Context: an optimization exercise on an open-source flow, tuned for small area, a short achievable clock period and few clock cycles. The choices shown serve that exercise and are no tape-out recipe.
At most, simulation tests tie the RTL to the original design; equivalence was not proved.
Power and IR drop assume default switching activity.

Setup of trial 21:
==> module stream_comp_invoke_top_module_FSM_1, before the edit <==
module stream_comp_invoke_top_module_FSM_1
        #(parameter width = 10)(
        input clk, rst,
        input [width - 1 : 0] data_in_fifo,
        input [width - 1 : 0] length_in_fifo,
        input [width - 1 : 0] command_in_fifo,
        input invoke,
        input [1 : 0] next_mode_in,
        output rd_data_in_fifo,
        output rd_length_in_fifo,
        output rd_command_in_fifo,
        output [width - 1 : 0] length,
        output FC,
        output wr_out_fifo1,
        output [width - 1 : 0] result_out);
    reg [3 : 0] len_q;
    reg k1_q, k0_q;
    wire mm = ~k1_q;                  
    wire mx = k0_q;                   
    wire sm = k1_q & k0_q;            
    reg [3 : 0] cnt;
    wire busy = (cnt != 4'd0);
    wire last = (cnt == 4'd1);
    reg [width - 1 : 0] acc;
    wire inv1 = invoke & ~next_mode_in[0] & ~next_mode_in[1];
    wire inv2 = invoke & next_mode_in[0];
    wire inv3 = invoke & next_mode_in[1];
    wire ld1 = invoke & (next_mode_in[0] ~^ next_mode_in[1]);
    assign rd_command_in_fifo = inv1;
    assign rd_length_in_fifo = inv1;
    assign rd_data_in_fifo = (invoke & next_mode_in[0] & ~next_mode_in[1]) | busy;
    assign wr_out_fifo1 = inv3;
    assign FC = (invoke & (~next_mode_in[0] | (len_q == 4'd1))) | last;
    assign result_out = acc;
    wire keep_len = ~invoke | (next_mode_in[0] ^ next_mode_in[1]);
    assign length = {{(width - 4){1'b0}},
            ({4{inv1}} & length_in_fifo[3 : 0]) | ({4{keep_len}} & len_q)};
    wire cmd_mm = (command_in_fifo[width - 1 : 1] == 0);
    always @(posedge clk)
    begin
        if (ld1)
        begin
            len_q <= length_in_fifo[3 : 0];
            k1_q <= ~cmd_mm;
            k0_q <= cmd_mm ? command_in_fifo[0] : (command_in_fifo == 2);
        end
    end
    always @(posedge clk)
    begin
        if (!rst)
            cnt <= 4'd0;
        else if (inv2 | busy)
            cnt <= (inv2 ? len_q : cnt) - 4'd1;
    end
    wire [width - 1 : 0] opb = sm ? acc : ~acc;
    wire [width - 1 : 0] x = data_in_fifo ^ opb;
    wire [width - 1 : 0] g = data_in_fifo & opb;
    wire g0 = g[0];
    wire g10 = g[1] | (x[1] & g0);
    wire g32 = g[3] | (x[3] & g[2]), p32 = x[3] & x[2];
    wire g54 = g[5] | (x[5] & g[4]), p54 = x[5] & x[4];
    wire g76 = g[7] | (x[7] & g[6]), p76 = x[7] & x[6];
    wire g98 = g[9] | (x[9] & g[8]), p98 = x[9] & x[8];
    wire g30 = g32 | (p32 & g10);
    wire g74 = g76 | (p76 & g54), p74 = p76 & p54;
    wire g70 = g74 | (p74 & g30);
    wire g20 = g[2] | (x[2] & g10);
    wire g40 = g[4] | (x[4] & g30);
    wire g50 = g54 | (p54 & g30);
    wire g60 = g[6] | (x[6] & g50);
    wire g80 = g[8] | (x[8] & g70);
    wire g90 = g98 | (p98 & g70);
    wire [width : 0] cy = {g90, g80, g70, g60, g50, g40, g30, g20, g10, g0, 1'b0};
    wire [width : 0] s = {cy[width], x ^ cy[width - 1 : 0]};
    wire take_d = inv2 | (mm & (s[width] ~^ mx));
    always @(posedge clk)
    begin
        if (!rst)
            acc <= 0;
        else if (inv2 | busy)
        begin
            if (take_d)
                acc <= data_in_fifo;
            else if (sm)
                acc <= s[width - 1 : 0];
        end
    end
endmodule
clock: 5.0 ns
lec_check: 0
cap_margin: 20
core_area: 2 2 60 60
die_area: 0 0 62 62
setup_slack_margin: 1.8
slew_margin: 20
standard.sh (not shown) runs the stock make flow with config.mk's settings and CLKGATE_MAP_FILE= SYNTH_SCRIPT=/design/flow/synth_recipe.tcl, a recipe that flattens the netlist after the stock synthesis.
==> flow/flow/run.sh <==
#!/bin/bash
# The standard layout with these changes:
#  - synthesis is synth_recipe.tcl with ORFS's synth.tcl, except that ABC maps
#    the combinational logic with flow/abc.script (registers are untouched:
#    they are mapped before ABC runs, so names, count and cells stay those of
#    the standard synthesis);
#  - plain buf_1 cells as the port buffers (the resizer sizes them up where
#    timing needs it);
#  - one tie cell shared by the constant outputs;
#  - no dummy clock loads in CTS, clkbuf_8 clock buffers.
set -euo pipefail
here=$(pwd)
export BUFFER_PORTS_ARGS="-buffer_cell sky130_fd_sc_hd__buf_1"
export SKIP_REPAIR_TIE_FANOUT=1
# Standard CTS arguments, without the dummy loads CTS adds for balancing,
# and with clkbuf_8 clock buffers (keeps the flip-flop clock slew low).
export CTS_ARGS="-sink_clustering_enable -repair_clock_nets -dont_use_dummy_load -buf_list sky130_fd_sc_hd__clkbuf_8"
export ABC_SCRIPT_X=$here/flow/abc.script
sed 's|^source \$::env(SCRIPTS_DIR)/synth_preamble.tcl|&\nset abc_args [lreplace $abc_args 1 1 $::env(ABC_SCRIPT_X)]\nputs "abc_args: $abc_args"|' \
    "$FLOW_HOME/scripts/synth.tcl" > "$here/synth_abc.tcl"
grep -q 'ABC_SCRIPT_X' "$here/synth_abc.tcl"
sed "s|\$::env(SCRIPTS_DIR)/synth.tcl|$here/synth_abc.tcl|" synth_recipe.tcl > "$here/synth_top.tcl"
grep -q 'synth_abc.tcl' "$here/synth_top.tcl"
sed "s|SYNTH_SCRIPT=[^ ]*|SYNTH_SCRIPT=$here/synth_top.tcl|" standard.sh > "$here/own.sh"
grep -q 'synth_top.tcl' "$here/own.sh"
bash "$here/own.sh" > standard_flow.log 2>&1
==> flow/flow/abc.script <==
strash
&get -n
&st
&dch
&nf -R 1000
&put
topo
stime -c
buffer -c
upsize -c
dnsize -c
Testbench counts of trial 21, summed over its fixed seeds: cycles 17,953.
> inputs changed (trial 21 -> trial 20)
--- a/flow/design.v
+++ b/flow/design.v
@@ -33,15 +33,15 @@
     assign wr_out_fifo1 = inv3;
     assign FC = (invoke & (~next_mode_in[0] | (len_q == 4'd1))) | last;
     assign result_out = acc;
-    wire keep_len = ~invoke | (next_mode_in[0] ^ next_mode_in[1]);
     assign length = {{(width - 4){1'b0}},
-            ({4{inv1}} & length_in_fifo[3 : 0]) | ({4{keep_len}} & len_q)};
+            ({4{inv1}} & length_in_fifo[3 : 0]) | ({4{~inv1}} & len_q)};
     wire cmd_mm = (command_in_fifo[width - 1 : 1] == 0);
+    always @(posedge clk)
+        len_q <= length[3 : 0];
     always @(posedge clk)
     begin
         if (ld1)
         begin
-            len_q <= length_in_fifo[3 : 0];
             k1_q <= ~cmd_mm;
             k0_q <= cmd_mm ? command_in_fifo[0] : (command_in_fifo == 2);
         end
@@ -58,11 +58,12 @@
     wire [width - 1 : 0] g = data_in_fifo & opb;
     wire g0 = g[0];
     wire g10 = g[1] | (x[1] & g0);
+    wire g10c = g[1] | ((data_in_fifo[1] | opb[1]) & g0);
     wire g32 = g[3] | (x[3] & g[2]), p32 = x[3] & x[2];
     wire g54 = g[5] | (x[5] & g[4]), p54 = x[5] & x[4];
     wire g76 = g[7] | (x[7] & g[6]), p76 = x[7] & x[6];
     wire g98 = g[9] | (x[9] & g[8]), p98 = x[9] & x[8];
-    wire g30 = g32 | (p32 & g10);
+    wire g30 = g32 | (p32 & g10c);
     wire g74 = g76 | (p76 & g54), p74 = p76 & p54;
     wire g70 = g74 | (p74 & g30);
     wire g20 = g[2] | (x[2] & g10);
- Sort trial 21 and trial 20 by switching fraction of total power, descending, and trial 21 comes first.
- Trial 21 -> trial 20: net count of the mapped netlist decreased slightly
- Cmp trial 20 vs trial 21: maximum vdd drop higher in trial 20
- Trial 20 against trial 21: power attributed to combinational cells grew by about 5%; sequential area share after synthesis shrank by 1.6 points; instance count on the critical path shrank by 1; total power grew by 0.029 mW.
- Looking at routing usage on met1, trial 20 sits 1.0 points lower than trial 21 does.
- Comparing the two runs side by side, trial 20 comes out ahead of trial 21 on cell area.
- On combinational cell fraction of total power: between trial 21 and trial 20, it ends up lower for trial 21.
- Compared with trial 21, synthesized cell count in trial 20 decreased by a few percent.
- The run showing the smaller share of cells above drive strength 1 is trial 21.
- Relative area of non-clock buffer cells in the final design essentially unchanged between trial 20 and trial 21.
- Routed wire in trial 20 totals less than in trial 21.
Function not checked in trial 20: the RTL went through the layout flow alone.

==> port drivers added, routing unchanged <==
The flow's constraints put no driver on any port. The routed layouts listed below were extracted and timed again, unchanged, in two steps.
Step 1 (the two cells are an assumption about what drives the block):
set clk [get_ports {clk}]
set_driving_cell -lib_cell sky130_fd_sc_hd__clkbuf_16 $clk
set_driving_cell -lib_cell sky130_fd_sc_hd__buf_2 [delete_from_list [all_inputs] $clk]
Step 2 also shifts input and output timing later by t, the mid clock arrival at the registers, as if the neighbouring blocks saw the same clock.
Slacks: no drivers / after step 1 / after step 2; pairs: no drivers / after step 1.
run	shift t [ns]	setup slack, ns	worst setup path after step 2	cell pins on the clock port's net
trial 21	0.280	1.947 / 1.924 / 1.707	input to register	1
trial 20	0.273	1.952 / 1.929 / 1.727	input to register	1
After both steps every run listed still meets setup and hold. The setup slack of trial 21, which loses most, moves by -0.023 ns with the drivers and by -0.240 ns with both steps.
